What follows belongs to an exercise in optimizing a design on an open flow for small area; a production flow would make more cautious choices. The RTL was checked by simulation tests, not by an equivalence proof against the original design. Power is estimated from default activity; no workload was simulated.

==> flow/standard.sh <==
#!/bin/bash
# synth_recipe.tcl (not shown) runs the flow's synth.tcl, then flattens the netlist and writes it again
# the make line also repeats each setting of config.mk as NAME=value (left out here)
make -C /OpenROAD-flow-scripts/flow DESIGN_CONFIG=/design/flow/config.mk WORK_HOME=/design/flow/orfs CLKGATE_MAP_FILE= SYNTH_SCRIPT=/design/flow/synth_recipe.tcl "${@:-finish}"
==> flow/config.mk <==
export PLATFORM = sky130hd
export DESIGN_NAME = blinking_led
export DESIGN_NICKNAME = blinking_led
export VERILOG_FILES = /design/flow/design.v
export SDC_FILE = /design/flow/constraint.sdc
export NUM_CORES = 4
export LEC_CHECK = 0
export CAP_MARGIN = 20
export CORE_MARGIN = 2
export CORE_UTILIZATION = 40
export SLEW_MARGIN = 20
==> flow/constraint.sdc <==
create_clock -name core_clock -period 10.0 [get_ports {clk}]
set_input_delay 2.0000 -clock core_clock [delete_from_list [all_inputs] [get_ports {clk}]]
set_output_delay 2.0000 -clock core_clock [all_outputs]
set_load 0.01 [all_outputs]
==> flow/flow/cntopt.py <==
#!/usr/bin/env python3
"""Counter clean-up for a Yosys netlist of sky130 cells.

Synthesis builds each counter bit with a clear as a half adder (q ^ k, q & k) whose sum goes
through an and2 (or nor2b) with the clear into the flip-flop. This script rebuilds those bits
with the carry chain in alternating polarity:
    carry true  k : next = nor2(clr, xnor2(q, k)),  carry out kn = nand2(q, k)
    carry low  kn : next = nor2(clr, xor2(q, kn)),  carry out k  = nor2b(kn, q)
which computes the same functions with less area. Flip-flops, ports and all other cells are
left as they are.

usage: cntopt.py IN.v OUT.v
"""
import re
import sys
import collections

src = open(sys.argv[1]).read()
m = re.search(r"^module\s.*?;\n", src, re.S | re.M)
head_end = m.end()
body_start = re.search(r"^\s*sky130_fd_sc_hd__", src[head_end:], re.M).start() + head_end
endm = src.rindex("endmodule")
decls = src[head_end:body_start]
inst_text = src[body_start:endm]

inst_re = re.compile(r"\s*(sky130_fd_sc_hd__\w+)\s+(\\\S+ |\S+)\s*\((.*?)\);\n", re.S)
pin_re = re.compile(r"\.(\w+)\(([^()]*)\)")
insts = []
pos = 0
while pos < len(inst_text):
    mm = inst_re.match(inst_text, pos)
    if not mm:
        assert inst_text[pos:].strip() == "", "unparsed: " + inst_text[pos:pos + 200]
        break
    typ, name, body = mm.groups()
    insts.append([typ, name, [(p, n.strip()) for p, n in pin_re.findall(body)]])
    pos = mm.end()

OUT_PINS = {"X", "Y", "Q", "Q_N", "SUM", "COUT", "HI", "LO"}
driver = {}
loads = collections.defaultdict(list)
for i, (t, n, pins) in enumerate(insts):
    for p, net in pins:
        if p in OUT_PINS:
            driver[net] = (i, p)
        elif net:
            loads[net].append((i, p))

def typ(i):
    return insts[i][0].replace("sky130_fd_sc_hd__", "")

def pin(i, p):
    return dict(insts[i][2])[p]

new_cells = []
new_nets = []
removed = set()
cnt = [0]

def net():
    cnt[0] += 1
    nm = f"_cnt{cnt[0]}_"
    new_nets.append(nm)
    return nm

def cell(t, pins):
    cnt[0] += 1
    new_cells.append((f"sky130_fd_sc_hd__{t}", f"_cntc{cnt[0]}_", pins))

# the clear in true polarity, one net per clear-low net (an inverter where none exists)
clr_true = {}
def clear_of(gn):
    # look through buffers (the flow removes synthesis buffers and rebuffers anyway)
    while True:
        d = driver.get(gn)
        if d and re.match(r"(buf|clkbuf)_\d+$", typ(d[0])):
            gn = pin(d[0], "A")
        else:
            break
    if gn in clr_true:
        return clr_true[gn]
    d = driver.get(gn)
    if d and re.match(r"(inv|clkinv)_\d+$", typ(d[0])):
        clr_true[gn] = pin(d[0], "A")
    else:
        c = net()
        cell("inv_1", [("A", gn), ("Y", c)])
        clr_true[gn] = c
    return clr_true[gn]

# candidate bits: ha -> (q, k, clear net (true) getter, gate index, flop D net)
cand = {}
for i, (t, n, pins) in enumerate(insts):
    if not re.match(r"ha_\d+$", typ(i)):
        continue
    s = pin(i, "SUM")
    if len(loads[s]) != 1:
        continue
    g, gp = loads[s][0]
    gt = typ(g)
    d_net = pin(g, "X") if gt.startswith("and2_") else pin(g, "Y") if gt.startswith("nor2b_") else None
    if d_net is None or len(loads[d_net]) != 1:
        continue
    f, fp = loads[d_net][0]
    if not re.match(r"dfxtp_\d+$", typ(f)) or fp != "D":
        continue
    q = pin(f, "Q")
    a, b = pin(i, "A"), pin(i, "B")
    if q == a:
        k = b
    elif q == b:
        k = a
    else:
        continue
    if gt.startswith("and2_"):
        other = pin(g, "B") if gp == "A" else pin(g, "A")
        clr = ("low", other)
    else:
        if gp != "B_N":
            continue
        clr = ("true", pin(g, "A"))
    cand[i] = dict(q=q, k=k, clr=clr, gate=g, d=d_net, cout=pin(i, "COUT"))

# chains: a candidate whose k is the COUT of another candidate follows it
cout_of = {c["cout"]: i for i, c in cand.items()}
starts = [i for i, c in cand.items() if c["k"] not in cout_of]
rewired = collections.defaultdict(dict)  # consumer inst -> {pin: new net}
done = 0
for st in starts:
    i = st
    k_net, k_low = cand[i]["k"], False
    while True:
        c = cand[i]
        clr = c["clr"][1] if c["clr"][0] == "true" else clear_of(c["clr"][1])
        x = net()
        cell("xor2_1" if k_low else "xnor2_1", [("A", c["q"]), ("B", k_net), ("X" if k_low else "Y", x)])
        cell("nor2_1", [("A", clr), ("B", x), ("Y", c["d"])])
        removed.add(i)
        removed.add(c["gate"])
        done += 1
        cout = c["cout"]
        users = [(u, p) for (u, p) in loads[cout]]
        nxt = [u for (u, p) in users if u in cand and cand[u]["k"] == cout]
        others = [(u, p) for (u, p) in users if not (u in cand and cand[u]["k"] == cout)]
        if not users:
            break
        nk = net()
        if k_low:
            cell("nor2b_1", [("A", k_net), ("B_N", c["q"]), ("Y", nk)])   # k = ~kn & q
        else:
            cell("nand2_1", [("A", c["q"]), ("B", k_net), ("Y", nk)])     # kn = ~(q & k)
        new_low = not k_low
        if others:
            if new_low:
                t = net()
                cell("inv_1", [("A", nk), ("Y", t)])
            else:
                t = nk
            for (u, p) in others:
                rewired[u][p] = t
        if not nxt:
            break
        i = nxt[0]
        k_net, k_low = nk, new_low

# remove combinational cells left without loads (the buffers that fed the old clear gates)
ports_out = set()
for line in decls.splitlines():
    mo = re.match(r"\s*output\s+(\[(\d+):(\d+)\]\s+)?(\S+);", line)
    if mo:
        if mo.group(1):
            hi, lo = int(mo.group(2)), int(mo.group(3))
            ports_out.update(f"{mo.group(4)}[{b}]" for b in range(min(hi, lo), max(hi, lo) + 1))
        else:
            ports_out.add(mo.group(4))
final = [(t, n, [(p, rewired[i].get(p, nt)) for p, nt in pins])
         for i, (t, n, pins) in enumerate(insts) if i not in removed] + new_cells
swept = 0
while True:
    used = collections.Counter(nt for t, n, pins in final for p, nt in pins if p not in OUT_PINS)
    keep = []
    for t, n, pins in final:
        outs = [nt for p, nt in pins if p in OUT_PINS]
        comb = not re.search(r"__(df|edf|sdf|dl|conb)", t)
        if comb and outs and all(used[o] == 0 and o not in ports_out for o in outs):
            swept += 1
            continue
        keep.append((t, n, pins))
    if len(keep) == len(final):
        break
    final = keep

def esc(nm):
    return nm + " " if nm.startswith("\\") else nm

out = [src[:head_end], decls] + [f"  wire {nm};\n" for nm in new_nets]
for t, n, pins in final:
    out.append(f"  {t} {n}(\n" + ",\n".join(f"    .{p}({esc(nt)})" for p, nt in pins) + "\n  );\n")
out.append(src[endm:])
open(sys.argv[2], "w").write("".join(out))
print(f"cntopt: rebuilt {done} counter bits in {len(starts)} chains; removed {swept} cells left without loads")
==> flow/flow/polopt.py <==
#!/usr/bin/env python3
"""Inverter clean-up for a Yosys netlist of sky130 cells.

A full adder is self-dual: fa(~a, ~b, ~c) = (~sum, ~cout). Synthesis leaves inverters between
full adders wherever it picked the other polarity. This script chooses, for each full adder,
whether it computes its signals true or inverted so that as few inverters as possible are needed,
then rebuilds the inverters: every net keeps its logic function at every non-full-adder pin.
Registers, ports and all other cells are left as they are.

usage: polopt.py IN.v OUT.v
"""
import re
import sys
import collections
import math
import random

src = open(sys.argv[1]).read()
m = re.search(r"^module\s.*?;\n", src, re.S | re.M)
head_end = m.end()
body_start = re.search(r"^\s*sky130_fd_sc_hd__", src[head_end:], re.M).start() + head_end
endm = src.rindex("endmodule")
decls = src[head_end:body_start]
inst_text = src[body_start:endm]

inst_re = re.compile(r"\s*(sky130_fd_sc_hd__\w+)\s+(\\\S+ |\S+)\s*\((.*?)\);\n", re.S)
pin_re = re.compile(r"\.(\w+)\(([^()]*)\)")
insts = []
pos = 0
while pos < len(inst_text):
    mm = inst_re.match(inst_text, pos)
    if not mm:
        rest = inst_text[pos:].strip()
        assert rest == "", "unparsed: " + inst_text[pos:pos + 200]
        break
    typ, name, body = mm.groups()
    pins = [(p, n.strip()) for p, n in pin_re.findall(body)]
    insts.append([typ, name, pins])
    pos = mm.end()

OUT_PINS = {"X", "Y", "Q", "Q_N", "SUM", "COUT", "HI", "LO"}
ports_out = set()
for line in decls.splitlines():
    mo = re.match(r"\s*output\s+(\[(\d+):(\d+)\]\s+)?(\S+);", line)
    if mo:
        if mo.group(1):
            hi, lo = int(mo.group(2)), int(mo.group(3))
            for i in range(min(hi, lo), max(hi, lo) + 1):
                ports_out.add(f"{mo.group(4)}[{i}]")
        else:
            ports_out.add(mo.group(4))

def is_inv(t):
    return re.match(r"sky130_fd_sc_hd__(inv|clkinv)_\d+$", t) is not None

def is_fa(t):
    return re.match(r"sky130_fd_sc_hd__fa_\d+$", t) is not None

# inverters that may be removed: output not a port
inv_of = {}  # out net -> in net
removable = set()
for i, (t, n, pins) in enumerate(insts):
    if is_inv(t):
        d = dict(pins)
        if d["Y"] not in ports_out:
            inv_of[d["Y"]] = d["A"]
            removable.add(i)

def lit(net):
    ph = 0
    while net in inv_of:
        net = inv_of[net]
        ph ^= 1
    return net, ph

driver = {}
for i, (t, n, pins) in enumerate(insts):
    if i in removable:
        continue
    for p, net in pins:
        if p in OUT_PINS:
            driver[net] = (i, p)

# consumers: (inst, pin index, base, phase)
cons = []
for i, (t, n, pins) in enumerate(insts):
    if i in removable:
        continue
    for k, (p, net) in enumerate(pins):
        if p in OUT_PINS or net == "" or net.startswith("1'b"):
            continue
        b, ph = lit(net)
        cons.append((i, k, b, ph))

fa_ids = [i for i, (t, n, p) in enumerate(insts) if is_fa(t)]
flip = collections.defaultdict(int)
by_base = collections.defaultdict(list)
for c in cons:
    by_base[c[2]].append(c)
fa_bases = collections.defaultdict(set)  # fa -> bases it touches
for c in cons:
    if is_fa(insts[c[0]][0]):
        fa_bases[c[0]].add(c[2])
for b, (i, p) in driver.items():
    if is_fa(insts[i][0]):
        fa_bases[i].add(b)

def provided(b):
    d = driver.get(b)
    if d and is_fa(insts[d[0]][0]):
        return flip[d[0]]
    return 0

def cost(b):
    pv = provided(b)
    for (i, k, bb, ph) in by_base[b]:
        req = ph ^ (flip[i] if is_fa(insts[i][0]) else 0)
        if req != pv:
            return 1
    return 0

def total():
    return sum(cost(b) for b in by_base)

before = total()

def delta_flip(f):
    bs = fa_bases[f]
    c0 = sum(cost(b) for b in bs)
    flip[f] ^= 1
    c1 = sum(cost(b) for b in bs)
    flip[f] ^= 1
    return c1 - c0

# greedy descent, then simulated annealing from the best point found (fixed seed: repeatable)
improved = True
while improved:
    improved = False
    for f in fa_ids:
        if delta_flip(f) < 0:
            flip[f] ^= 1
            improved = True
rng = random.Random(1)
cur = total()
best, best_flip = cur, dict(flip)
steps = 200000
for step in range(steps):
    temp = 2.0 * (1 - step / steps) + 0.01
    f = rng.choice(fa_ids)
    d = delta_flip(f)
    if d <= 0 or rng.random() < math.exp(-d / temp):
        flip[f] ^= 1
        cur += d
        if cur < best:
            best, best_flip = cur, dict(flip)
flip.clear()
flip.update(best_flip)
after = total()

# rebuild
new_inv = {}
extra_decl = []
def inv_net(b):
    if b not in new_inv:
        nm = f"_pol{len(new_inv)}_"
        new_inv[b] = nm
        extra_decl.append(f"  wire {nm};\n")
    return new_inv[b]

for (i, k, b, ph) in cons:
    req = ph ^ (flip[i] if is_fa(insts[i][0]) else 0)
    p, _ = insts[i][2][k]
    insts[i][2][k] = (p, b if req == provided(b) else inv_net(b))

def esc(net):
    return net + " " if net.startswith("\\") else net

out = [src[:head_end], decls] + extra_decl
for i, (t, n, pins) in enumerate(insts):
    if i in removable:
        continue
    out.append(f"  {t} {n}(\n" + ",\n".join(f"    .{p}({esc(net)})" for p, net in pins) + "\n  );\n")
for k, (b, nm) in enumerate(new_inv.items()):
    out.append(f"  sky130_fd_sc_hd__inv_1 _polinv{k}_ (\n    .A({esc(b)}),\n    .Y({nm})\n  );\n")
out.append(src[endm:])
open(sys.argv[2], "w").write("".join(out))
print(f"polopt: {len(removable)} inverters before, {len(new_inv)} after "
      f"(bases needing one: {before} -> {after}); {sum(flip[f] for f in fa_ids)} of {len(fa_ids)} full adders flipped")
==> flow/design.v <==
module blinking (
    input  logic        clk,
    input  logic        reset,
    input  logic        we,           
    input  logic [26:0] tnew,         
    output logic        led
);
    logic        valid;               
    logic [26:0] tqn;                 
    logic [31:0] counter;
    logic [31:0] cnext;
    logic [27:0] cy;                  
    logic [32:0] k;                   
    logic        ge;
    always_comb begin
        cy[0] = 1'b1;
        for (int i = 0; i < 27; i++)
            cy[i+1] = tqn[i] ? (counter[i+5] | cy[i]) : (counter[i+5] & cy[i]);
    end
    assign ge = !valid || cy[27];
    always_comb begin
        k[0] = 1'b1;
        for (int i = 0; i < 32; i++) begin
            cnext[i] = (counter[i] ^ k[i]) & !ge;
            k[i+1]   = k[i] & counter[i];
        end
    end
    always_ff @(posedge clk or posedge reset) begin
        if (reset) valid <= 1'b0;
        else if (we) valid <= 1'b1;
    end
    always_ff @(posedge clk) begin
        if (we) tqn <= ~tnew;
    end
    always_ff @(posedge clk) begin
        counter <= cnext;
    end
    always_ff @(posedge clk or posedge reset) begin
        if (reset)   led <= 1'b0;
        else if (ge) led <= ~led;
    end
endmodule
module blinking_led
   #(parameter W = 4)
   (
    input  logic clk,
    input  logic reset,
    input  logic cs,
    input  logic read,
    input  logic write,
    input  logic [4:0] addr,
    input  logic [31:0] wr_data,
    output logic [31:0] rd_data,
    output logic [W-1:0] led_out
   );
   logic        we;
   logic [26:0] tnew;
   assign we   = cs && write && (addr[4:2] == 3'd0);
   logic [26:0] x, y;
   assign x    = wr_data[26:0];
   assign tnew = y;
   logic s1;
   logic c2;
   logic s3;
   logic c4;
   logic s5;
   logic c6;
   logic s7;
   logic c8;
   logic s9;
   logic c10;
   logic s11;
   logic c12;
   logic s13;
   logic c14;
   logic s15;
   logic c16;
   logic s17;
   logic c18;
   logic s19;
   logic c20;
   logic s21;
   logic c22;
   logic s23;
   logic c24;
   logic s25;
   logic c26;
   logic s27;
   logic c28;
   logic s29;
   logic c30;
   logic s31;
   logic c32;
   logic s33;
   logic c34;
   logic s35;
   logic c36;
   logic s37;
   logic c38;
   logic s39;
   logic c40;
   logic s41;
   logic c42;
   logic s43;
   logic c44;
   logic s45;
   logic c46;
   logic s47;
   logic c48;
   logic s49;
   logic c50;
   logic s51;
   logic c52;
   logic s53;
   logic c54;
   logic s55;
   logic c56;
   logic s57;
   logic c58;
   logic s59;
   logic c60;
   logic s61;
   logic c62;
   logic s63;
   logic c64;
   logic s65;
   logic c66;
   logic s67;
   logic c68;
   logic s69;
   logic c70;
   logic s71;
   logic c72;
   logic s73;
   logic c74;
   logic s75;
   logic c76;
   logic s77;
   logic c78;
   logic s79;
   logic c80;
   logic s81;
   logic c82;
   logic s83;
   logic c84;
   logic s85;
   logic c86;
   logic s87;
   logic c88;
   logic s89;
   logic c90;
   logic s91;
   logic c92;
   logic s93;
   logic c94;
   logic s95;
   logic c96;
   logic s97;
   logic c98;
   logic s99;
   logic c100;
   logic s101;
   logic c102;
   logic s103;
   logic c104;
   logic s105;
   logic c106;
   logic s107;
   logic c108;
   logic s109;
   logic c110;
   logic s111;
   logic c112;
   logic s113;
   logic c114;
   logic s115;
   logic c116;
   logic s117;
   logic c118;
   logic s119;
   logic c120;
   logic s121;
   logic c122;
   logic s123;
   logic c124;
   logic s125;
   logic c126;
   logic s127;
   logic c128;
   logic s129;
   logic c130;
   logic s131;
   logic c132;
   logic s133;
   logic c134;
   logic s135;
   logic c136;
   logic s137;
   logic c138;
   logic s139;
   logic c140;
   logic s141;
   logic c142;
   logic s143;
   logic c144;
   logic s145;
   logic c146;
   logic s147;
   logic c148;
   logic s149;
   logic c150;
   logic s151;
   logic c152;
   logic s153;
   logic c154;
   logic s155;
   logic c156;
   logic s157;
   logic c158;
   logic s159;
   logic c160;
   logic s161;
   logic c162;
   logic s163;
   logic c164;
   logic s165;
   logic c166;
   logic s167;
   logic c168;
   logic s169;
   logic c170;
   logic s171;
   logic c172;
   logic s173;
   logic c174;
   logic s175;
   logic c176;
   logic s177;
   logic c178;
   logic s179;
   logic c180;
   logic s181;
   logic c182;
   logic s183;
   logic c184;
   logic s185;
   logic c186;
   logic s187;
   logic c188;
   logic s189;
   logic c190;
   logic s191;
   logic c192;
   logic s193;
   logic c194;
   logic s195;
   logic c196;
   logic s197;
   logic c198;
   logic s199;
   logic c200;
   logic s201;
   logic c202;
   logic s203;
   logic c204;
   logic s205;
   logic c206;
   logic q207;
   logic p208;
   logic q209;
   logic p210;
   logic q211;
   logic p212;
   logic q213;
   logic p214;
   logic q215;
   assign s1 = x[10] ^ x[8];
   assign c2 = x[10] & x[8];
   assign s3 = x[11] ^ x[9] ^ x[7];
   assign c4 = (x[11] & x[9]) | (x[11] & x[7]) | (x[9] & x[7]);
   assign s5 = x[6] ^ x[1];
   assign c6 = x[6] & x[1];
   assign s7 = x[12] ^ x[10] ^ x[8];
   assign c8 = (x[12] & x[10]) | (x[12] & x[8]) | (x[10] & x[8]);
   assign s9 = x[7] ^ x[2] ^ x[1];
   assign c10 = (x[7] & x[2]) | (x[7] & x[1]) | (x[2] & x[1]);
   assign s11 = x[13] ^ x[11] ^ x[9];
   assign c12 = (x[13] & x[11]) | (x[13] & x[9]) | (x[11] & x[9]);
   assign s13 = x[8] ^ x[3] ^ x[2];
   assign c14 = (x[8] & x[3]) | (x[8] & x[2]) | (x[3] & x[2]);
   assign s15 = x[14] ^ x[12] ^ x[10];
   assign c16 = (x[14] & x[12]) | (x[14] & x[10]) | (x[12] & x[10]);
   assign s17 = x[9] ^ x[4] ^ x[3];
   assign c18 = (x[9] & x[4]) | (x[9] & x[3]) | (x[4] & x[3]);
   assign s19 = x[15] ^ x[13] ^ x[11];
   assign c20 = (x[15] & x[13]) | (x[15] & x[11]) | (x[13] & x[11]);
   assign s21 = x[10] ^ x[5] ^ x[4];
   assign c22 = (x[10] & x[5]) | (x[10] & x[4]) | (x[5] & x[4]);
   assign s23 = x[16] ^ x[14] ^ x[12];
   assign c24 = (x[16] & x[14]) | (x[16] & x[12]) | (x[14] & x[12]);
   assign s25 = x[11] ^ x[6] ^ x[5];
   assign c26 = (x[11] & x[6]) | (x[11] & x[5]) | (x[6] & x[5]);
   assign s27 = x[17] ^ x[15] ^ x[13];
   assign c28 = (x[17] & x[15]) | (x[17] & x[13]) | (x[15] & x[13]);
   assign s29 = x[12] ^ x[7] ^ x[6];
   assign c30 = (x[12] & x[7]) | (x[12] & x[6]) | (x[7] & x[6]);
   assign s31 = x[18] ^ x[16] ^ x[14];
   assign c32 = (x[18] & x[16]) | (x[18] & x[14]) | (x[16] & x[14]);
   assign s33 = x[13] ^ x[8] ^ x[7];
   assign c34 = (x[13] & x[8]) | (x[13] & x[7]) | (x[8] & x[7]);
   assign s35 = x[19] ^ x[17] ^ x[15];
   assign c36 = (x[19] & x[17]) | (x[19] & x[15]) | (x[17] & x[15]);
   assign s37 = x[14] ^ x[9] ^ x[8];
   assign c38 = (x[14] & x[9]) | (x[14] & x[8]) | (x[9] & x[8]);
   assign s39 = x[20] ^ x[18] ^ x[16];
   assign c40 = (x[20] & x[18]) | (x[20] & x[16]) | (x[18] & x[16]);
   assign s41 = x[15] ^ x[10] ^ x[9];
   assign c42 = (x[15] & x[10]) | (x[15] & x[9]) | (x[10] & x[9]);
   assign s43 = x[21] ^ x[19] ^ x[17];
   assign c44 = (x[21] & x[19]) | (x[21] & x[17]) | (x[19] & x[17]);
   assign s45 = x[16] ^ x[11] ^ x[10];
   assign c46 = (x[16] & x[11]) | (x[16] & x[10]) | (x[11] & x[10]);
   assign s47 = x[22] ^ x[20] ^ x[18];
   assign c48 = (x[22] & x[20]) | (x[22] & x[18]) | (x[20] & x[18]);
   assign s49 = x[17] ^ x[12] ^ x[11];
   assign c50 = (x[17] & x[12]) | (x[17] & x[11]) | (x[12] & x[11]);
   assign s51 = x[23] ^ x[21] ^ x[19];
   assign c52 = (x[23] & x[21]) | (x[23] & x[19]) | (x[21] & x[19]);
   assign s53 = x[18] ^ x[13] ^ x[12];
   assign c54 = (x[18] & x[13]) | (x[18] & x[12]) | (x[13] & x[12]);
   assign s55 = x[24] ^ x[22] ^ x[20];
   assign c56 = (x[24] & x[22]) | (x[24] & x[20]) | (x[22] & x[20]);
   assign s57 = x[19] ^ x[14] ^ x[13];
   assign c58 = (x[19] & x[14]) | (x[19] & x[13]) | (x[14] & x[13]);
   assign s59 = x[25] ^ x[23] ^ x[21];
   assign c60 = (x[25] & x[23]) | (x[25] & x[21]) | (x[23] & x[21]);
   assign s61 = x[20] ^ x[15] ^ x[14];
   assign c62 = (x[20] & x[15]) | (x[20] & x[14]) | (x[15] & x[14]);
   assign s63 = x[26] ^ x[24] ^ x[22];
   assign c64 = (x[26] & x[24]) | (x[26] & x[22]) | (x[24] & x[22]);
   assign s65 = x[21] ^ x[16] ^ x[15];
   assign c66 = (x[21] & x[16]) | (x[21] & x[15]) | (x[16] & x[15]);
   assign s67 = x[5] ^ x[3];
   assign c68 = x[5] & x[3];
   assign s69 = x[6] ^ x[4] ^ x[2];
   assign c70 = (x[6] & x[4]) | (x[6] & x[2]) | (x[4] & x[2]);
   assign s71 = x[7] ^ x[5] ^ x[3];
   assign c72 = (x[7] & x[5]) | (x[7] & x[3]) | (x[5] & x[3]);
   assign s73 = x[8] ^ x[6] ^ x[4];
   assign c74 = (x[8] & x[6]) | (x[8] & x[4]) | (x[6] & x[4]);
   assign s75 = x[9] ^ x[7] ^ x[5];
   assign c76 = (x[9] & x[7]) | (x[9] & x[5]) | (x[7] & x[5]);
   assign s77 = s1 ^ x[6] ^ x[5];
   assign c78 = (s1 & x[6]) | (s1 & x[5]) | (x[6] & x[5]);
   assign s79 = s3 ^ s5 ^ x[0];
   assign c80 = (s3 & s5) | (s3 & x[0]) | (s5 & x[0]);
   assign s81 = s7 ^ s9 ^ c4;
   assign c82 = (s7 & s9) | (s7 & c4) | (s9 & c4);
   assign s83 = s11 ^ s13 ^ c8;
   assign c84 = (s11 & s13) | (s11 & c8) | (s13 & c8);
   assign s85 = s15 ^ s17 ^ c12;
   assign c86 = (s15 & s17) | (s15 & c12) | (s17 & c12);
   assign s87 = s19 ^ s21 ^ c16;
   assign c88 = (s19 & s21) | (s19 & c16) | (s21 & c16);
   assign s89 = s23 ^ s25 ^ c20;
   assign c90 = (s23 & s25) | (s23 & c20) | (s25 & c20);
   assign s91 = s27 ^ s29 ^ c24;
   assign c92 = (s27 & s29) | (s27 & c24) | (s29 & c24);
   assign s93 = s31 ^ s33 ^ c28;
   assign c94 = (s31 & s33) | (s31 & c28) | (s33 & c28);
   assign s95 = s35 ^ s37 ^ c32;
   assign c96 = (s35 & s37) | (s35 & c32) | (s37 & c32);
   assign s97 = s39 ^ s41 ^ c36;
   assign c98 = (s39 & s41) | (s39 & c36) | (s41 & c36);
   assign s99 = s43 ^ s45 ^ c40;
   assign c100 = (s43 & s45) | (s43 & c40) | (s45 & c40);
   assign s101 = s47 ^ s49 ^ c44;
   assign c102 = (s47 & s49) | (s47 & c44) | (s49 & c44);
   assign s103 = s51 ^ s53 ^ c48;
   assign c104 = (s51 & s53) | (s51 & c48) | (s53 & c48);
   assign s105 = s55 ^ s57 ^ c52;
   assign c106 = (s55 & s57) | (s55 & c52) | (s57 & c52);
   assign s107 = s59 ^ s61 ^ c56;
   assign c108 = (s59 & s61) | (s59 & c56) | (s61 & c56);
   assign s109 = s63 ^ s65 ^ c60;
   assign c110 = (s63 & s65) | (s63 & c60) | (s65 & c60);
   assign s111 = x[4] ^ x[2];
   assign c112 = x[4] & x[2];
   assign s113 = s67 ^ x[1] ^ x[0];
   assign c114 = (s67 & x[1]) | (s67 & x[0]) | (x[1] & x[0]);
   assign s115 = s69 ^ x[1] ^ c68;
   assign c116 = (s69 & x[1]) | (s69 & c68) | (x[1] & c68);
   assign s117 = s71 ^ x[2] ^ c70;
   assign c118 = (s71 & x[2]) | (s71 & c70) | (x[2] & c70);
   assign s119 = s73 ^ x[3] ^ c72;
   assign c120 = (s73 & x[3]) | (s73 & c72) | (x[3] & c72);
   assign s121 = s75 ^ x[4] ^ c74;
   assign c122 = (s75 & x[4]) | (s75 & c74) | (x[4] & c74);
   assign s123 = s77 ^ x[0] ^ c76;
   assign c124 = (s77 & x[0]) | (s77 & c76) | (x[0] & c76);
   assign s125 = s79 ^ c2 ^ c78;
   assign c126 = (s79 & c2) | (s79 & c78) | (c2 & c78);
   assign s127 = s81 ^ c6 ^ c80;
   assign c128 = (s81 & c6) | (s81 & c80) | (c6 & c80);
   assign s129 = s83 ^ c10 ^ c82;
   assign c130 = (s83 & c10) | (s83 & c82) | (c10 & c82);
   assign s131 = s85 ^ c14 ^ c84;
   assign c132 = (s85 & c14) | (s85 & c84) | (c14 & c84);
   assign s133 = s87 ^ c18 ^ c86;
   assign c134 = (s87 & c18) | (s87 & c86) | (c18 & c86);
   assign s135 = s89 ^ c22 ^ c88;
   assign c136 = (s89 & c22) | (s89 & c88) | (c22 & c88);
   assign s137 = s91 ^ c26 ^ c90;
   assign c138 = (s91 & c26) | (s91 & c90) | (c26 & c90);
   assign s139 = s93 ^ c30 ^ c92;
   assign c140 = (s93 & c30) | (s93 & c92) | (c30 & c92);
   assign s141 = s95 ^ c34 ^ c94;
   assign c142 = (s95 & c34) | (s95 & c94) | (c34 & c94);
   assign s143 = s97 ^ c38 ^ c96;
   assign c144 = (s97 & c38) | (s97 & c96) | (c38 & c96);
   assign s145 = s99 ^ c42 ^ c98;
   assign c146 = (s99 & c42) | (s99 & c98) | (c42 & c98);
   assign s147 = s101 ^ c46 ^ c100;
   assign c148 = (s101 & c46) | (s101 & c100) | (c46 & c100);
   assign s149 = s103 ^ c50 ^ c102;
   assign c150 = (s103 & c50) | (s103 & c102) | (c50 & c102);
   assign s151 = s105 ^ c54 ^ c104;
   assign c152 = (s105 & c54) | (s105 & c104) | (c54 & c104);
   assign s153 = s107 ^ c58 ^ c106;
   assign c154 = (s107 & c58) | (s107 & c106) | (c58 & c106);
   assign s155 = s109 ^ c62 ^ c108;
   assign c156 = (s109 & c62) | (s109 & c108) | (c62 & c108);
   assign s157 = x[2] ^ x[0];
   assign c158 = x[2] & x[0];
   assign s159 = x[3] ^ x[1] ^ c158;
   assign c160 = (x[3] & x[1]) | (x[3] & c158) | (x[1] & c158);
   assign s161 = s111 ^ x[0] ^ c160;
   assign c162 = (s111 & x[0]) | (s111 & c160) | (x[0] & c160);
   assign s163 = s113 ^ c112 ^ c162;
   assign c164 = (s113 & c112) | (s113 & c162) | (c112 & c162);
   assign s165 = s115 ^ c114 ^ c164;
   assign c166 = (s115 & c114) | (s115 & c164) | (c114 & c164);
   assign s167 = s117 ^ c116 ^ c166;
   assign c168 = (s117 & c116) | (s117 & c166) | (c116 & c166);
   assign s169 = s119 ^ c118 ^ c168;
   assign c170 = (s119 & c118) | (s119 & c168) | (c118 & c168);
   assign s171 = s121 ^ c120 ^ c170;
   assign c172 = (s121 & c120) | (s121 & c170) | (c120 & c170);
   assign s173 = s123 ^ c122 ^ c172;
   assign c174 = (s123 & c122) | (s123 & c172) | (c122 & c172);
   assign s175 = s125 ^ c124 ^ c174;
   assign c176 = (s125 & c124) | (s125 & c174) | (c124 & c174);
   assign s177 = s127 ^ c126 ^ c176;
   assign c178 = (s127 & c126) | (s127 & c176) | (c126 & c176);
   assign s179 = s129 ^ c128 ^ c178;
   assign c180 = (s129 & c128) | (s129 & c178) | (c128 & c178);
   assign s181 = s131 ^ c130 ^ c180;
   assign c182 = (s131 & c130) | (s131 & c180) | (c130 & c180);
   assign s183 = s133 ^ c132 ^ c182;
   assign c184 = (s133 & c132) | (s133 & c182) | (c132 & c182);
   assign s185 = s135 ^ c134 ^ c184;
   assign c186 = (s135 & c134) | (s135 & c184) | (c134 & c184);
   assign s187 = s137 ^ c136 ^ c186;
   assign c188 = (s137 & c136) | (s137 & c186) | (c136 & c186);
   assign s189 = s139 ^ c138 ^ c188;
   assign c190 = (s139 & c138) | (s139 & c188) | (c138 & c188);
   assign s191 = s141 ^ c140 ^ c190;
   assign c192 = (s141 & c140) | (s141 & c190) | (c140 & c190);
   assign s193 = s143 ^ c142 ^ c192;
   assign c194 = (s143 & c142) | (s143 & c192) | (c142 & c192);
   assign s195 = s145 ^ c144;
   assign c196 = s145 & c144;
   assign s197 = s147 ^ c146 ^ c196;
   assign c198 = (s147 & c146) | (s147 & c196) | (c146 & c196);
   assign s199 = s149 ^ c148 ^ c198;
   assign c200 = (s149 & c148) | (s149 & c198) | (c148 & c198);
   assign s201 = s151 ^ c150 ^ c200;
   assign c202 = (s151 & c150) | (s151 & c200) | (c150 & c200);
   assign s203 = s153 ^ c152 ^ c202;
   assign c204 = (s153 & c152) | (s153 & c202) | (c152 & c202);
   assign s205 = s155 ^ c154 ^ c204;
   assign c206 = (s155 & c154) | (s155 & c204) | (c154 & c204);
   assign y[21] = s195 ^ c194;
   assign q207 = c194 & s195;
   assign y[22] = s197 ^ q207;
   assign p208 = s195 & s197;
   assign q209 = c194 & p208;
   assign y[23] = s199 ^ q209;
   assign p210 = p208 & s199;
   assign q211 = c194 & p210;
   assign y[24] = s201 ^ q211;
   assign p212 = p210 & s201;
   assign q213 = c194 & p212;
   assign y[25] = s203 ^ q213;
   assign p214 = p212 & s203;
   assign q215 = c194 & p214;
   assign y[26] = s205 ^ q215;
   assign y[0] = x[0];
   assign y[1] = x[1];
   assign y[2] = s157;
   assign y[3] = s159;
   assign y[4] = s161;
   assign y[5] = s163;
   assign y[6] = s165;
   assign y[7] = s167;
   assign y[8] = s169;
   assign y[9] = s171;
   assign y[10] = s173;
   assign y[11] = s175;
   assign y[12] = s177;
   assign y[13] = s179;
   assign y[14] = s181;
   assign y[15] = s183;
   assign y[16] = s185;
   assign y[17] = s187;
   assign y[18] = s189;
   assign y[19] = s191;
   assign y[20] = s193;
   assign rd_data = 32'd0;
   genvar i;
   generate
      for (i = 0; i < W; i++) begin : g_led
         blinking led_i (.clk(clk), .reset(reset), .we(we && addr[1:0] == i),
                         .tnew(tnew), .led(led_out[i]));
      end
   endgenerate
endmodule
==> flow/flow/run.sh <==
#!/bin/bash
# Own layout flow: the standard flow with the standard synthesis unchanged, plus
#  - polopt.py: after synthesis, the full adders' polarities are chosen so that fewer
#    inverters sit between them (same logic function, same registers);
#  - cntopt.py: the counters' half adder + clear gate per bit rebuilt as xnor/xor + nor2 with
#    the carry chain in alternating polarity (same logic function, same registers);
#  - the port buffers made of the smallest buffer cell (buf_1) instead of the flow's pick;
#  - tiemerge.tcl: after global placement, one tie cell drives all the constant-0 output
#    ports instead of one tie cell per port;
#  - the clock tree built from clkbuf_16 in clusters of up to 30 sinks, with clkbuf_2 above
#    them, without dummy loads.
# Each tool's output goes to a log file of its own in this folder.
set -euo pipefail
R="$PWD/orfs/results/$FLOW_PLATFORM/blinking_led/base"
ARGS=(
  "BUFFER_PORTS_ARGS=-buffer_cell sky130_fd_sc_hd__buf_1"
  "CTS_ARGS=-sink_clustering_enable -repair_clock_nets -sink_clustering_size 30 -sink_clustering_max_diameter 110 -buf_list sky130_fd_sc_hd__clkbuf_16 -root_buf sky130_fd_sc_hd__clkbuf_2 -tree_buf sky130_fd_sc_hd__clkbuf_2 -dont_use_dummy_load"
)
bash standard.sh "$R/1_2_yosys.v" > make_synth.log 2>&1
cp "$R/1_2_yosys.v" "$R/1_2_yosys_standard.v"
python3 flow/polopt.py "$R/1_2_yosys_standard.v" "$R/1_2_yosys_polopt.v" > polopt.log 2>&1
python3 flow/cntopt.py "$R/1_2_yosys_polopt.v" "$R/1_2_yosys.v" > cntopt.log 2>&1
bash standard.sh "${ARGS[@]}" "$R/3_3_place_gp.odb" > make_place.log 2>&1
TIE_DB="$R/3_3_place_gp.odb" openroad -no_init -exit flow/tiemerge.tcl > tiemerge.log 2>&1
bash standard.sh "${ARGS[@]}" finish > make_finish.log 2>&1
==> flow/flow/tiemerge.tcl <==
# Merge the tie cells that drive only output ports: one conb_1 per constant value drives all
# the ports that need that value (the flow's repair_tie_fanout gives each port its own).
set db_file $::env(TIE_DB)
read_db $db_file
set block [ord::get_db_block]
array set keep {}
set removed 0
foreach inst [$block getInsts] {
  if {[[$inst getMaster] getName] ne "sky130_fd_sc_hd__conb_1"} { continue }
  set used {}
  foreach it [$inst getITerms] {
    set n [$it getNet]
    if {$n ne "NULL" && [[$it getMTerm] getName] in {HI LO}} { lappend used [list [[$it getMTerm] getName] $n] }
  }
  if {[llength $used] != 1} { continue }
  lassign [lindex $used 0] pin net
  # only nets whose sole loads are ports
  if {[llength [$net getITerms]] != 1 || [llength [$net getBTerms]] == 0} { continue }
  if {![info exists keep($pin)]} { set keep($pin) $net; continue }
  foreach bt [$net getBTerms] { $bt connect $keep($pin) }
  odb::dbInst_destroy $inst
  odb::dbNet_destroy $net
  incr removed
}
puts "tiemerge: removed $removed tie cells"
write_db $db_file
==> key figures, run 1 <==
Clocking
  • Clock latency reported for the late side of the worst-skew pair: 0.78 ns
  • TritonCTS clock tree: yes
  • Number of setup buffers added after CTS: 0
  • Inserted Clock Buffers: 12
  • Reg clk slew, reported paths: 0.11 ns
  • Root Buffer: clkbuf_2
  • Clk sink count: 244
  • H-Tree Level Count: 1
  • Cts hold-fix bufs: 0
  • Post-CTS Resized: 0
  • Bufs on Longest Clock Path: 3

Setup path
  • Critical path arrival: 10.09 ns
  • Peak per-stage delay on the critical path: 0.41 ns
  • Most numerous cell on the critical path: fa_2
  • Largest fanout of any net on the critical path: 4
  • Required time worst endpoint: 10.42 ns
  • Type of the worst setup path: primary input to flip-flop
  • CP endpoint kind: flip-flop
  • CP max stage cell: fa_2
  • Crit start category: primary input

Die
  • Area of the core: 29,900 µm²
  • Top-level I/O count: 78
  • Effective utilization at floorplan: 40.9%
  • Floorplan die area: 32,000 µm²
  • Die outline height: 179 µm
  • X dimension of the die: 179 µm
  • Total number of placement rows: 63

Power and ir drop
  • Peak supply drop: 123 µV
  • Power per cell area: 201 nW/µm²
  • Internal Power: 1.70 mW
  • Sw Share: 34.9%
  • Part of the power in registers: 49.0%
  • Net Switching: 910 µW
  • Static leakage: 4.44 nW
  • Clk pwr share: 17.8%
  • Combinational power share: 33.2%

Drt
  • Via/cell ratio: 4.96
  • DRT Wirelength: 24,500 µm
  • Via count: 7,298
  • Number of detailed-routing iterations run before antenna repair: 5
  • Iter 0 DRT Violations: 447
  • Number of remaining DRC errors: 0
  • Number of nets still failing antenna checks after routing: 0
  • Wire per inst: 16.6 µm

Synthesis
  • Synth warnings: 1
  • Mean instance size in the synthesized netlist: 11.6 µm²
  • Total standard cell area after synthesis: 12,200 µm²
  • Syn Inst Count: 1,053

Flow run
  • Max-cap violations: 0

STA
  • Setup Viol. Count Final: 0
  • Final Skew: 0.114 ns
  • Total negative slack for setup checks: 0 ns
  • Worst slack on hold paths: 0.465 ns
  • Highest clock rate: 0.103 GHz
  • Final hold vios: 0
  • RSZ-0062 raised after global routing: false
  • Final period util: 96.7%
  • Worst Max-Slew Pin Slew: 1.01 ns
  • Slew HR: 32.9%
  • Crit path setup slack, layout: 0.331 ns
  • Pins over their slew limit: 0
  • Time the worst path needs with I/O delays and setup: 9.67 ns

Place
  • GPL Wtd Cong: 0.836
  • Post-detailed-placement half-perimeter wirelength: 18,200 µm
  • Input/output buffers: 39
  • Placed Instance Area: 12,700 µm²
  • Post-Place Worst Slack: -0.453 ns

Layout
  • Area used by multi-input combinational logic: 5820 µm²
  • Final net count: 1,223
  • Post-route design area: 13,000 µm²
  • Number of inserted filler cells in the final layout: 2,735
  • Synth-to-layout area growth: 6.14%
  • Proportion of layout cells with a drive suffix above 1: 5.56%
  • Register area: 6010 µm²

Run status
  • Run status: timing/DRC/antenna clean

GRT
  • Pin count of the biggest net entering global routing: 34
  • Gr ovfl total: 0
  • Via count of the first global-routing pass: 7,261
  • Initial antenna violation count: 2
  • Wire length of the first global-routing pass: 39,200 µm
  • Overall Global Routing Usage: 15.9%

Min path
  • Min-delay worst type: flip-flop to flip-flop
critical path: cells and delay by family:
kind                       cells  cell delay, ns
adders and majority gates     19            7.36
xor gates and xnor gates       2            0.37
and+or+nand+nor                3            0.19
buffers and inverters          2            0.17
metrics by stage:
stage	util [%]	cells	power [mW]
3_3_place_gp	43.0	1489	2.16
3_5_place_dp	42.6	1458	2.18
2_1_floorplan	-	1084	1.82
5_1_grt	43.4	1471	2.78
6_report	43.4	1471	2.61
4_1_cts	43.4	1470	2.65
power groups by stage:
stage                     Sequential (mW)  Clock [mW]  Combinational (mW)
after floorplan                      1.30           0               0.520
after global placement               1.30           0               0.857
after detailed placement             1.30           0               0.882
after CTS                            1.28       0.487               0.883
after global routing                 1.28       0.517               0.978
final                                1.28       0.465               0.866
cell usage in the layout, fill, tap and decap left out, types with 3 or more instances in the layout:
cell type and instances:
or2_2 3, buf_4 18, a2111oi_0 3, buf_1 39, a222oi_1 7, o211ai_1 4, clkbuf_16 9, nor3_1 7
and2_1 6, o22ai_1 36, dfrtp_1 8, a31oi_1 12, o21ai_0 14, nor2b_1 64, nand4_1 3, a22oi_1 15
a22o_1 3, xor2_1 67, maj3_1 6, fa_2 18, edfxtp_1 108, nand2_1 92, a21oi_1 25, dfxtp_1 128
nand3_1 3, ha_1 7, nor2_1 148, o31ai_1 3, inv_1 36, o2111ai_1 9, fa_1 74, xnor2_1 75
clkbuf_2 3
final cells by class:
cell class	instances	share of cell area [%]
Antenna cell	1	0.0193
Clock buffer	12	1.85
Inverter	36	1.04
Multi-Input combinational cell	731	44.8
Sequential cell	244	46.3
Tap cell	390	3.76
Timing Repair Buffer	57	2.17
registers in the layout (all words and copies together) (netlist names):
signal and count:
g_led.led_i.valid 4, g_led.led_i.counter 128, g_led.led_i.tqn 108, g_led.led_i.led 4
per-layer routing:
metal  wire [µm]  part of all wire (%)  vias to the layer above  GRT usage [%]
li1            -                     -                     3587              -
met1       11800                    48                     3531           22.2
met2       11200                    46                      147           26.1
met3         992                   4.1                       33           2.44
met4         465                   1.9                        0           3.62
met5           0                     0                        -              0
worst paths after layout:
check | startpoint | to | slack [ns] | cells after the start
worst max-delay path | wr_data[2] | g_led[3].led_i.tqn[26]$_DFFE_PP_ | 0.33 | 26
worst min-delay path | g_led[1].led_i.counter[0]$_DFF_P_ | g_led[1].led_i.counter[0]$_DFF_P_ | 0.46 | 1
worst max register to register | g_led[3].led_i.counter[0]$_DFF_P_ | g_led[3].led_i.counter[31]$_DFF_P_ | 4.70 | 32
worst min register to register | g_led[1].led_i.counter[0]$_DFF_P_ | g_led[1].led_i.counter[0]$_DFF_P_ | 0.46 | 1
max in group asynchronous | reset | g_led[2].led_i.led$_DFFE_PP0N_ | 8.25 | 2
min in group asynchronous | reset | g_led[1].led_i.led$_DFFE_PP0N_ | 1.24 | 2
==> run 2, diff against run 1 <==
--- a/flow/flow/run.sh
+++ b/flow/flow/run.sh
@@ -7,14 +7,14 @@
 #  - the port buffers made of the smallest buffer cell (buf_1) instead of the flow's pick;
 #  - tiemerge.tcl: after global placement, one tie cell drives all the constant-0 output
 #    ports instead of one tie cell per port;
-#  - the clock tree built from clkbuf_16 in clusters of up to 30 sinks, with clkbuf_2 above
+#  - the clock tree built from clkbuf_16 in clusters of up to 28 sinks, with clkbuf_2 above
 #    them, without dummy loads.
 # Each tool's output goes to a log file of its own in this folder.
 set -euo pipefail
 R="$PWD/orfs/results/$FLOW_PLATFORM/blinking_led/base"
 ARGS=(
   "BUFFER_PORTS_ARGS=-buffer_cell sky130_fd_sc_hd__buf_1"
-  "CTS_ARGS=-sink_clustering_enable -repair_clock_nets -sink_clustering_size 30 -sink_clustering_max_diameter 110 -buf_list sky130_fd_sc_hd__clkbuf_16 -root_buf sky130_fd_sc_hd__clkbuf_2 -tree_buf sky130_fd_sc_hd__clkbuf_2 -dont_use_dummy_load"
+  "CTS_ARGS=-sink_clustering_enable -repair_clock_nets -sink_clustering_size 28 -sink_clustering_max_diameter 110 -buf_list sky130_fd_sc_hd__clkbuf_16 -root_buf sky130_fd_sc_hd__clkbuf_2 -tree_buf sky130_fd_sc_hd__clkbuf_2 -dont_use_dummy_load"
 )
 bash standard.sh "$R/1_2_yosys.v" > make_synth.log 2>&1
 cp "$R/1_2_yosys.v" "$R/1_2_yosys_standard.v"
==> key figures, run 2 <==
Setup path
  • FF-to-FF Start: g_led[3].led_i.counter[0]$_DFF_P_
  • Peak per-stage delay on the critical path: 0.41 ns
  • Crit start category: primary input
  • Required time worst endpoint: 10.50 ns
  • Most numerous cell on the critical path: fa_2
  • Endpoint of the most critical register-to-register path: g_led[3].led_i.counter[31]$_DFF_P_
  • CP endpoint kind: flip-flop
  • CP max stage cell: fa_2
  • Number of cells on the worst reg-to-reg path: 32
  • Largest fanout of any net on the critical path: 4
  • Type of the worst setup path: primary input to flip-flop
  • Top cell family by delay on the critical path: adder cells
  • Crit path buf inv count: 2
  • Worst reg-to-reg setup slack: 4.69 ns
  • Critical path arrival: 10.18 ns

Clocking
  • Cts hold-fix bufs: 0
  • Bufs on Longest Clock Path: 3
  • Number of setup buffers added after CTS: 0
  • Post-CTS Resized: 0
  • Reg clk slew, reported paths: 0.10 ns
  • Root Buffer: clkbuf_2
  • Clk sink count: 244
  • Inserted Clock Buffers: 12
  • H-Tree Level Count: 1
  • TritonCTS clock tree: yes
  • Clock latency reported for the late side of the worst-skew pair: 0.80 ns

Power and ir drop
  • Power per cell area: 201 nW/µm²
  • Static leakage: 4.43 nW
  • Peak supply drop: 119 µV

GRT
  • Met2 GRT Util: 26.4%
  • Overall Global Routing Usage: 16.0%
  • Most heavily used metal layer in global routing: met2
  • Via count of the first global-routing pass: 7,278
  • Met1 routing resource usage after global routing: 22.4%
  • Met3 Use GR: 2.08%
  • Wire length of the first global-routing pass: 39,200 µm
  • Gr ovfl total: 0
  • Pin count of the biggest net entering global routing: 34
  • Initial antenna violation count: 2

Synthesis
  • Mean instance size in the synthesized netlist: 11.6 µm²
  • Total standard cell area after synthesis: 12,200 µm²
  • Synth warnings: 1
  • Syn Inst Count: 1,053

Run status
  • Run status: timing/DRC/antenna clean

Drt
  • Number of nets still failing antenna checks after routing: 0
  • Number of detailed-routing iterations run before antenna repair: 5
  • Via count: 7,289
  • Iter 0 DRT Violations: 443
  • Wire per inst: 16.6 µm
  • Via/cell ratio: 4.96
  • Number of remaining DRC errors: 0
  • DRT Wirelength: 24,400 µm

Die
  • Top-level I/O count: 78
  • Die outline height: 179 µm
  • Total number of placement rows: 63
  • Floorplan die area: 32,000 µm²
  • Effective utilization at floorplan: 40.9%
  • X dimension of the die: 179 µm
  • Area of the core: 29,900 µm²

STA
  • Final period util: 96.9%
  • Slew HR: 33.1%
  • Final Skew: 0.0983 ns
  • Setup Viol. Count Final: 0
  • RSZ-0062 raised after global routing: false
  • Highest clock rate: 0.103 GHz
  • Worst slack on hold paths: 0.466 ns
  • Worst Max-Slew Pin Slew: 1.00 ns
  • Pins over their slew limit: 0
  • Final hold vios: 0
  • Time the worst path needs with I/O delays and setup: 9.69 ns

Layout
  • Synth-to-layout area growth: 6.08%
  • Max FFs per register: 128
  • Layout Cells excl Fill: 1,471
  • Final net count: 1,223
  • Largest regs: g_led.led_i.counter x128, g_led.led_i.tqn x108
  • Number of inserted filler cells in the final layout: 2,735
  • Register with the highest flop count: g_led.led_i.counter
  • Final Core Density: 43.4%
  • Most frequent standard cell in the layout excluding fill and tap cells: nor2_1
  • Commonest non-fill, non-tap cells in the layout: 148 x nor2_1, 128 x dfxtp_1, 108 x edfxtp_1
  • Proportion of layout cells with a drive suffix above 1: 5.46%

Min path
  • Worst Hold End: g_led[1].led_i.counter[0]$_DFF_P_
  • Worst hold stages: 1
  • Min-delay worst type: flip-flop to flip-flop
  • Hold path startpoint: g_led[1].led_i.counter[0]$_DFF_P_

Flow run
  • Max-cap violations: 0

Place
  • GPL Wtd Cong: 0.836
  • Inst Count DP: 1,458
  • Input/output buffers: 39
  • Post-detailed-placement half-perimeter wirelength: 18,200 µm
==> run 2: worst reg2reg max path, delay by kind of cell, from the launching register on <==
family,cells,cell delay (ns)
and+or+nand+nor,31,4.74
DFF,1,0.39
xor gates and xnor gates,1,0.15
==> run 2: per-layer routing <==
| metal | up-vias | routed length [µm] |
|---|---|---|
| li1 | 3580 | - |
| met2 | 145 | 11300 |
| met5 | - | 0 |
| met3 | 27 | 903 |
| met4 | 0 | 424 |
| met1 | 3537 | 11800 |
==> run 2: worst max path at each step <==
stage / from / end / slack [ns] / cells after the start
floorplan: wr_data[0] / g_led[0].led_i.tqn[26]$_DFFE_PP_ / 0.007 / 25
global placement: wr_data[2] / g_led[2].led_i.tqn[26]$_DFFE_PP_ / -0.32 / 26
detailed placement: wr_data[2] / g_led[2].led_i.tqn[26]$_DFFE_PP_ / -0.45 / 26
CTS: wr_data[2] / g_led[3].led_i.tqn[26]$_DFFE_PP_ / 0.32 / 26
global route: wr_data[2] / g_led[3].led_i.tqn[26]$_DFFE_PP_ / 0.01 / 26
finish: wr_data[2] / g_led[3].led_i.tqn[26]$_DFFE_PP_ / 0.31 / 26
==> run 2: cell type report <==
type,count,area [µm²],share of cell area [%]
Antenna cell,1,2.50,0.0193
Clock buffer,12,240,1.85
Inverter,36,135,1.04
Multi-Input combinational cell,731,5810,44.8
Sequential cell,244,6010,46.3
Tap cell,390,488,3.76
Timing Repair Buffer,57,282,2.17
==> run 2: report_power, final <==
part / internal (mW) / total (mW) / switching, mW
clock: 0.167 / 0.468 / 0.301
sequential: 1.26 / 1.28 / 0.0204
combinational: 0.268 / 0.861 / 0.592
total: 1.69 / 2.61 / 0.914
==> run 2: per-stage QoR <==
stage | worst slack (ns) | cell area [µm²] | power [mW] | setup TNS (ns)
5_1_grt | 0.0144 | 13000 | 2.77 | 0
4_1_cts | 0.316 | 13000 | 2.65 | 0
2_1_floorplan | 0.00675 | 12400 | 1.82 | 0
3_5_place_dp | -0.453 | 12700 | 2.18 | -7.47
3_3_place_gp | -0.318 | 12800 | 2.16 | -4.86
6_report | 0.313 | 13000 | 2.61 | 0
==> run 3, diff against run 2 <==
--- a/flow/flow/run.sh
+++ b/flow/flow/run.sh
@@ -13,7 +13,7 @@
 set -euo pipefail
 R="$PWD/orfs/results/$FLOW_PLATFORM/blinking_led/base"
 ARGS=(
-  "BUFFER_PORTS_ARGS=-buffer_cell sky130_fd_sc_hd__buf_1"
+  "BUFFER_PORTS_ARGS=-buffer_cell sky130_fd_sc_hd__buf_2"
   "CTS_ARGS=-sink_clustering_enable -repair_clock_nets -sink_clustering_size 28 -sink_clustering_max_diameter 110 -buf_list sky130_fd_sc_hd__clkbuf_16 -root_buf sky130_fd_sc_hd__clkbuf_2 -tree_buf sky130_fd_sc_hd__clkbuf_2 -dont_use_dummy_load"
 )
 bash standard.sh "$R/1_2_yosys.v" > make_synth.log 2>&1
==> key figures, run 3 <==
Setup path
  • Required time worst endpoint: 10.55 ns
  • Largest fanout of any net on the critical path: 4
  • Crit start category: primary input
  • CP endpoint kind: flip-flop
  • Critical path arrival: 10.15 ns
  • Type of the worst setup path: primary input to flip-flop

Layout
  • Layout Cells excl Fill: 1,470
  • Final net count: 1,221
  • Number of inserted filler cells in the final layout: 2,787
  • Register with the highest flop count: g_led.led_i.counter
  • Proportion of layout cells with a drive suffix above 1: 8.91%
  • Synth-to-layout area growth: 6.38%
  • Area used by multi-input combinational logic: 5810 µm²
  • Commonest non-fill, non-tap cells in the layout: 148 x nor2_1, 128 x dfxtp_1, 108 x edfxtp_1
  • Most frequent standard cell in the layout excluding fill and tap cells: nor2_1
  • Final Core Density: 43.5%
  • Register area: 6010 µm²
  • Largest regs: g_led.led_i.counter x128, g_led.led_i.tqn x108
  • Max FFs per register: 128

Synthesis
  • Synth warnings: 1
  • Mean instance size in the synthesized netlist: 11.6 µm²
  • Total standard cell area after synthesis: 12,200 µm²
  • Syn Inst Count: 1,053

Clocking
  • Bufs on Longest Clock Path: 3
  • Cts hold-fix bufs: 0
  • Number of setup buffers added after CTS: 0
  • Reg clk slew, reported paths: 0.10 ns
  • H-Tree Level Count: 1
  • Root Buffer: clkbuf_2
  • Clock latency reported for the late side of the worst-skew pair: 0.76 ns
  • Post-CTS Resized: 0
  • TritonCTS clock tree: yes
  • Clk sink count: 244
  • Inserted Clock Buffers: 12

Die
  • Floorplan die area: 32,000 µm²
  • Total number of placement rows: 63
  • Area of the core: 29,900 µm²
  • Top-level I/O count: 78
  • X dimension of the die: 179 µm
  • Effective utilization at floorplan: 40.9%
  • Die outline height: 179 µm

Power and ir drop
  • Peak supply drop: 110 µV
  • Power per cell area: 199 nW/µm²
  • Power Total: 2.59 mW
  • Static leakage: 4.53 nW

STA
  • RSZ-0062 raised after global routing: false
  • Final period util: 96.0%
  • Worst Max-Slew Pin Slew: 0.989 ns
  • Final Skew: 0.107 ns
  • Setup Viol. Count Final: 0
  • Pins over their slew limit: 0
  • Final hold vios: 0
  • Highest clock rate: 0.104 GHz
  • Time the worst path needs with I/O delays and setup: 9.60 ns
  • Crit path setup slack, layout: 0.399 ns
  • Slew HR: 34.0%

GRT
  • Initial antenna violation count: 4
  • Gr ovfl total: 0
  • Via count of the first global-routing pass: 7,407
  • Wire length of the first global-routing pass: 39,500 µm
  • Pin count of the biggest net entering global routing: 34
  • Overall Global Routing Usage: 16.0%

Drt
  • DRT Wirelength: 24,300 µm
  • Via count: 7,352
  • Number of remaining DRC errors: 0
  • Via/cell ratio: 5.00
  • Number of nets still failing antenna checks after routing: 0
  • Iter 0 DRT Violations: 403
  • Number of detailed-routing iterations run before antenna repair: 7
  • Wire per inst: 16.5 µm

Run status
  • Run status: timing/DRC/antenna clean

Min path
  • Min-delay worst type: flip-flop to flip-flop

Flow run
  • Max-cap violations: 0

Place
  • Inst Count DP: 1,456
  • Post-detailed-placement half-perimeter wirelength: 18,100 µm
  • Input/output buffers: 39
  • Post-Place Worst Slack: -0.404 ns
  • GPL Wtd Cong: 0.822
## run 3: cell types whose count changed in the layout (fill, tap and decap cells not counted)
cell     change
buf_4        -2
buf_2       +39
diode_2      +1
buf_1       -39
## run 3: cell type report
type,count,area share [%]
Inverter,36,1.04
Antenna cell,2,0.0385
Timing Repair Buffer,55,2.43
Multi-Input combinational cell,731,44.7
Tap cell,390,3.75
Sequential cell,244,46.2
Clock buffer,12,1.85
## run 3: path summary, 6_finish.rpt
check,startpoint,to,slack [ns],cells after the start
setup / recovery,wr_data[0],g_led[2].led_i.tqn[26]$_DFFE_PP_,0.40,26
hold / removal,g_led[1].led_i.counter[0]$_DFF_P_,g_led[1].led_i.counter[0]$_DFF_P_,0.46,1
setup reg to reg,g_led[0].led_i.counter[0]$_DFF_P_,g_led[0].led_i.counter[31]$_DFF_P_,4.65,32
hold reg to reg,g_led[1].led_i.counter[0]$_DFF_P_,g_led[1].led_i.counter[0]$_DFF_P_,0.46,1
max in group asynchronous,reset,g_led[3].led_i.led$_DFFE_PP0N_,8.24,2
min in group asynchronous,reset,g_led[2].led_i.valid$_DFFE_PP0P_,1.28,2
## run 3: stage by stage
| step | cell area [µm²] | hold WS (ns) | TNS [ns] |
|---|---|---|---|
| floorplan | 12400 | 0.426 | 0 |
| global placement | 12900 | 0.435 | -5.52 |
| detailed placement | 12800 | 0.443 | -7.14 |
| CTS | 13000 | 0.464 | 0 |
| global route | 13000 | 0.492 | 0 |
| finish | 13000 | 0.464 | 0 |
## run 3: report_power, final
part           leakage, nW  internal [mW]  switching [mW]
registers             2.10           1.26          0.0208
clock network        0.123          0.167           0.292
logic                 2.31          0.269           0.585
total                 4.53           1.69           0.898
## run 3: routing by layer
layer | GRT usage, % | wire length [µm] | vias to the layer above
met3 | 1.91 | 979 | 26
met4 | 4.07 | 464 | 0
li1 | - | - | 3583
met1 | 23.2 | 11800 | 3587
met5 | 0 | 0 | -
met2 | 25.7 | 11000 | 156
## run 3: critical path, cell delays in order
cell     delay [ns]
buf_2          0.11
ha_1           0.20
fa_2           0.36
fa_2           0.37
fa_2           0.35
fa_2           0.36
fa_2           0.41
fa_2           0.40
fa_2           0.42
fa_2           0.41
fa_2           0.41
fa_2           0.40
fa_2           0.41
fa_2           0.41
fa_2           0.40
fa_2           0.40
fa_2           0.41
fa_2           0.41
fa_2           0.40
fa_2           0.39
inv_1          0.06
nor3b_1        0.05
nand2_1        0.08
nor3_1         0.06
xnor2_1        0.13
xnor2_1        0.32

==> separate check: timing with driven ports <==
Ports are ideal in the flow. The routed layouts listed here were re-timed in OpenROAD. Step 1: set_driving_cell puts a clkbuf_16 on clk and a buf_2 on each other input, an assumption about the parent block. Step 2 moves the port delays by t, midway between the first and last clock arrival at a register: inputs arrive t later, outputs are due t later. That takes back most of the time a late clock gives input paths. Three values: ideal ports, drivers, drivers and shift; two values: the first two.
run | t (ns) | setup slack, ns | worst setup path at the end | worst data-port slew with drivers (ns)
run 1 | 0.771 | 0.331 / 0.357 / -0.414 | input to register | 0.04
run 2 | 0.798 | 0.313 / 0.339 / -0.460 | input to register | 0.04
run 3 | 0.757 | 0.399 / 0.426 / -0.331 | input to register | 0.04
With both steps, setup timing fails in every run listed, where it was met with ideal ports. The setup slack of run 2, which loses most, moves by +0.026 ns with the drivers and by -0.773 ns with both steps.
